From an optimization exercise on the open Yosys and OpenROAD flow, aimed at small area; shortcuts taken in it are not production practice.
The RTL was checked by simulation tests, not by an equivalence proof against the original design.
The flow treats the clock pin as an ideal source, which a real chip does not have.

Design colour_change, start of the top module:
module colour_change #
(
    parameter DATA_WIDTH = 24
)
(
    input  wire                  clk,
    input  wire                  n_rst,
    input  wire [DATA_WIDTH-1:0] i_vid_data,
    input  wire                  i_vid_hsync,
    input  wire                  i_vid_vsync,
    input  wire                  i_vid_VDE,
    output wire [DATA_WIDTH-1:0] o_vid_data,
    output wire                  o_vid_hsync,
    output wire                  o_vid_vsync,
    output wire                  o_vid_VDE,
    input  wire [3:0]            btn,
    input  wire [3:0]            sw,
    output wire [3:0]            led
);
For scale: roughly 550 cells after synthesis, about 5800 µm² of cells after synthesis.
Settings: LEC_CHECK=0, CAP_MARGIN=0, CORE_MARGIN=2, CORE_UTILIZATION=40, CTS_BUF_LIST=sky130_fd_sc_hd__clkbuf_8, CTS_CLUSTER_DIAMETER=100, CTS_CLUSTER_SIZE=50, GPL_TIMING_DRIVEN=0, SLEW_MARGIN=0, SYNTH_HIERARCHICAL=1; clock period 20.0 ns.
standard.sh (not shown) runs the stock make flow with config.mk's settings and CLKGATE_MAP_FILE= SYNTH_SCRIPT=/design/flow/synth_recipe.tcl, a recipe that flattens the netlist after the stock synthesis.
==> flow/flow/run.sh <==
#!/bin/bash
# Layout flow: the standard ORFS flow (standard.sh) with
#  1. port buffers of the smallest buffer cell (buffer_ports -buffer_cell buf_1);
#  2. clock tree synthesis without dummy load cells, then smaller clock
#     buffers where the clock slew allows (flow/post_cts.tcl);
#  3. after the standard synthesis, the combinational cells other than the
#     full-adder cells are re-mapped by ABC for area (registers, full adders
#     and tie cells are kept as they are, so every register keeps its name
#     and cell).
#  4. the tie cell driving the constant led outputs is not duplicated per pin.
# Each tool's output goes to a log file of its own in this folder.
set -euo pipefail
export BUFFER_PORTS_ARGS="-buffer_cell sky130_fd_sc_hd__buf_1"
export SKIP_REPAIR_TIE_FANOUT=1
export POST_CTS_TCL="$PWD/flow/post_cts.tcl"
export CTS_ARGS="-sink_clustering_enable -repair_clock_nets -dont_use_dummy_load -buf_list sky130_fd_sc_hd__clkbuf_8 -sink_clustering_size 50 -sink_clustering_max_diameter 100"

bash standard.sh synth > synth.log 2>&1

RES=orfs/results/$FLOW_PLATFORM/colour_change/base
LOGD=orfs/logs/$FLOW_PLATFORM/colour_change/base
LIB=$FLOW_HOME/platforms/$FLOW_PLATFORM/lib/sky130_fd_sc_hd__tt_025C_1v80.lib
YOSYS=$FLOW_HOME/../tools/install/yosys/bin/yosys
[ -x "$YOSYS" ] || YOSYS=yosys

cp $RES/1_2_yosys.v synth_netlist.v
KEEP='sky130_fd_sc_hd__(fa_1|dfxtp_1|conb_1)$'
DONT_USE=$(grep -m1 '^abc -script' $LOGD/1_2_yosys.log | grep -o '\-dont_use [^ ]*' | tr '\n' ' ')

# resynth IN OUT SCRIPT TAG: flatten the cells of IN (other than KEEP) to
# logic and map that logic again with ABC script SCRIPT
resynth() {
  local in=$1 out=$2 scr=$3 tag=$4
  local cells
  cells=$(grep -o 'sky130_fd_sc_hd__[a-z0-9_]*' $in | sort -u | grep -Ev "$KEEP" || true)
  python3 flow/cellfuncs.py $LIB cellfuncs_$tag.v $cells > cellfuncs_$tag.log 2>&1
  cat > resynth_$tag.ys <<EOT
read_liberty -lib $LIB
read_verilog -overwrite cellfuncs_$tag.v
read_verilog $in
hierarchy -top $FLOW_TOP
flatten
techmap
opt -fast
hierarchy -top $FLOW_TOP
abc -liberty $LIB $DONT_USE -script $scr
setundef -zero
splitnets
opt_clean -purge
hilomap -singleton -hicell sky130_fd_sc_hd__conb_1 HI -locell sky130_fd_sc_hd__conb_1 LO
opt_clean -purge
write_verilog -noattr -noexpr -nohex -nodec $out
EOT
  $YOSYS -s resynth_$tag.ys > resynth_$tag.log 2>&1
}

best=synth_netlist.v
besta=$(python3 flow/cellarea.py $LIB synth_netlist.v)
echo "standard synthesis: area $besta" > resynth_choice.log
for pass in 1 2; do
  src=$best
  for n in 1 2 3 4; do
    tag=p${pass}_s$n
    if resynth $src resynth_$tag.v flow/resynth$n.abc $tag; then
      a=$(python3 flow/cellarea.py $LIB resynth_$tag.v)
      echo "pass $pass script $n: area $a" >> resynth_choice.log
      if python3 -c "import sys; sys.exit(0 if $a < $besta else 1)"; then
        best=resynth_$tag.v; besta=$a
      fi
    fi
  done
done
echo "chosen: $best ($besta)" >> resynth_choice.log
cp $best $RES/1_2_yosys.v
rm -f $RES/1_synth.odb

bash standard.sh > standard.log 2>&1
==> flow/flow/post_cts.tcl <==
set small sky130_fd_sc_hd__clkbuf_4
set limit 0.106
set block [ord::get_db_block]
if {![get_property [lindex [all_clocks] 0] is_propagated]} { set_propagated_clock [all_clocks] }
proc leaf_max_slew { net } {
  set worst 0
  foreach it [$net getITerms] {
    if {[[$it getMTerm] getName] != "CLK"} { continue }
    set pin [get_pins [[$it getInst] getName]/CLK]
    set s [get_property $pin slew_max]
    if {$s > $worst} { set worst $s }
  }
  return $worst
}
foreach inst [$block getInsts] {
  set m [[$inst getMaster] getName]
  if {![string match "sky130_fd_sc_hd__clkbuf_*" $m]} { continue }
  set onet [[$inst findITerm X] getNet]
  if {![string match "*leaf*" [$onet getName]]} { continue }
  set iname [$inst getName]
  replace_cell $iname $small
  estimate_parasitics -placement
  set s [leaf_max_slew $onet]
  if {$s > $limit} {
    replace_cell $iname $m
    estimate_parasitics -placement
    puts "post_cts: $iname kept as $m (slew [format %.3f $s] with $small)"
  } else {
    puts "post_cts: $iname -> $small (slew [format %.3f $s])"
  }
}

# the root buffer only drives the leaf buffers
foreach inst [$block getInsts] {
  set m [[$inst getMaster] getName]
  if {![string match "sky130_fd_sc_hd__clkbuf_*" $m]} { continue }
  set inet [[$inst findITerm A] getNet]
  if {[llength [$inet getBTerms]] == 0} { continue }
  set iname [$inst getName]
  replace_cell $iname $small
  estimate_parasitics -placement
  set worst 0
  foreach inst2 [$block getInsts] {
    if {![string match "sky130_fd_sc_hd__clkbuf_*" [[$inst2 getMaster] getName]] || $inst2 == $inst} { continue }
    set on [[$inst2 findITerm X] getNet]
    set s [leaf_max_slew $on]
    if {$s > $worst} { set worst $s }
  }
  if {$worst > $limit} {
    replace_cell $iname $m
    estimate_parasitics -placement
    puts "post_cts: root $iname kept as $m"
  } else {
    puts "post_cts: root $iname -> $small (worst sink slew [format %.3f $worst])"
  }
}
==> flow/flow/resynth4.abc <==
strash
dch -f
map -a
strash
dch -f
map -a
strash
dch -f
map -a
strash
dch -f
amap
strash
dch -f
amap
topo
Other scripts of this flow, unchanged in this note and not shown: flow/flow/cellarea.py, flow/flow/cellfuncs.py, flow/flow/resynth1.abc, flow/flow/resynth2.abc, flow/flow/resynth3.abc
Then changed:
CAP_MARGIN = 20   (was 0)
SLEW_MARGIN = 20   (was 0)
Effect: Design area came out lower by 0.45%; maximum frequency came out higher by 0.58%; die area is unchanged; worst setup slack is better by 74 ps; area after synthesis does not change; utilization came out lower by 0.20 points; global-route usage hardly moves; cell count stays flat; clock-buffer cell count stays the same; non-clock buffer count came out lower by 1; register-to-register slack is worse by 90 ps.
Then changed:
--- a/flow/flow/run.sh
+++ b/flow/flow/run.sh
@@ -10 +9,0 @@
-#  4. the tie cell driving the constant led outputs is not duplicated per pin.
@@ -14 +12,0 @@
-export SKIP_REPAIR_TIE_FANOUT=1
@@ -27,0 +26,2 @@
+CELLS=$(grep -o 'sky130_fd_sc_hd__[a-z0-9_]*' synth_netlist.v | sort -u | grep -Ev "$KEEP" || true)
+python3 flow/cellfuncs.py $LIB cellfuncs.v $CELLS > cellfuncs.log 2>&1
@@ -29,9 +29,4 @@
-
-# resynth IN OUT SCRIPT TAG: flatten the cells of IN (other than KEEP) to
-# logic and map that logic again with ABC script SCRIPT
-resynth() {
-  local in=$1 out=$2 scr=$3 tag=$4
-  local cells
-  cells=$(grep -o 'sky130_fd_sc_hd__[a-z0-9_]*' $in | sort -u | grep -Ev "$KEEP" || true)
-  python3 flow/cellfuncs.py $LIB cellfuncs_$tag.v $cells > cellfuncs_$tag.log 2>&1
-  cat > resynth_$tag.ys <<EOT
+# try a few ABC area scripts and keep the smallest result
+best=""; besta=0
+for n in 1 2 3; do
+cat > resynth$n.ys <<EOT
@@ -39,2 +34,2 @@
-read_verilog -overwrite cellfuncs_$tag.v
-read_verilog $in
+read_verilog -overwrite cellfuncs.v
+read_verilog synth_netlist.v
@@ -46 +41 @@
-abc -liberty $LIB $DONT_USE -script $scr
+abc -liberty $LIB $DONT_USE -script flow/resynth$n.abc
@@ -52 +47 @@
-write_verilog -noattr -noexpr -nohex -nodec $out
+write_verilog -noattr -noexpr -nohex -nodec resynth_netlist$n.v
@@ -54,18 +49,7 @@
-  $YOSYS -s resynth_$tag.ys > resynth_$tag.log 2>&1
-}
-
-best=synth_netlist.v
-besta=$(python3 flow/cellarea.py $LIB synth_netlist.v)
-echo "standard synthesis: area $besta" > resynth_choice.log
-for pass in 1 2; do
-  src=$best
-  for n in 1 2 3 4; do
-    tag=p${pass}_s$n
-    if resynth $src resynth_$tag.v flow/resynth$n.abc $tag; then
-      a=$(python3 flow/cellarea.py $LIB resynth_$tag.v)
-      echo "pass $pass script $n: area $a" >> resynth_choice.log
-      if python3 -c "import sys; sys.exit(0 if $a < $besta else 1)"; then
-        best=resynth_$tag.v; besta=$a
-      fi
-    fi
-  done
+if $YOSYS -s resynth$n.ys > resynth$n.log 2>&1; then
+  a=$(python3 flow/cellarea.py $LIB resynth_netlist$n.v)
+  echo "script $n: area $a" >> resynth_choice.log
+  if [ -z "$best" ] || python3 -c "import sys; sys.exit(0 if $a < $besta else 1)"; then
+    best=$n; besta=$a
+  fi
+fi
@@ -73,2 +57,2 @@
-echo "chosen: $best ($besta)" >> resynth_choice.log
-cp $best $RES/1_2_yosys.v
+echo "chosen: $best" >> resynth_choice.log
+cp resynth_netlist$best.v $RES/1_2_yosys.v
--- a/flow/flow/post_cts.tcl
+++ b/flow/flow/post_cts.tcl
@@ -2 +2 @@
-set limit 0.106
+set limit 0.112
GPL_TIMING_DRIVEN = not set   (was 0)
removed: flow/flow/resynth4.abc
Result: Non-clock buffer count goes up by 2; cell area goes up by about 0.8%; synthesized area goes up by 0.47%; core utilization goes up by 0.37 points; first-iteration DRC count goes up by 73%; sequential share of layout area goes down by 0.23 points; wire length goes up by about 1.5%.
Then changed:
PLACE_DENSITY = 0.85   (was not set)
Non-clock buffer count does not change.
Sequential share of layout area hardly moves.
Design area barely changes.
Register-to-register slack improves by 50 ps.
Die area does not change.
Setup slack loses 13 ps.
Worst hold slack degrades by 10 ps.

separate check: timing with driven ports:
No port has a modelled driver above. Below, the same layouts with a new extraction and two added sets of constraints. Step 1, drivers: a clkbuf_16 drives clk and a buf_2 each remaining input, both assumed. Step 2, shift: input delay + t, output delay - t, t = (earliest + latest rising clock arrival at the registers) / 2. This alone moves slack from input paths to output paths. Slacks: ideal / step 1 / step 2; pairs: ideal / step 1.
run | shift t [ns] | setup slack, ns | worst setup path after step 2
the first run | 0.477 | 7.089 / 7.059 / 7.536 | register to output
the second run | 0.461 | 7.163 / 7.134 / 7.595 | register to output
the third run | 0.447 | 7.264 / 7.236 / 7.683 | register to output
the fourth run | 0.451 | 7.251 / 7.224 / 7.675 | register to output
After both steps every run listed still meets setup and hold.
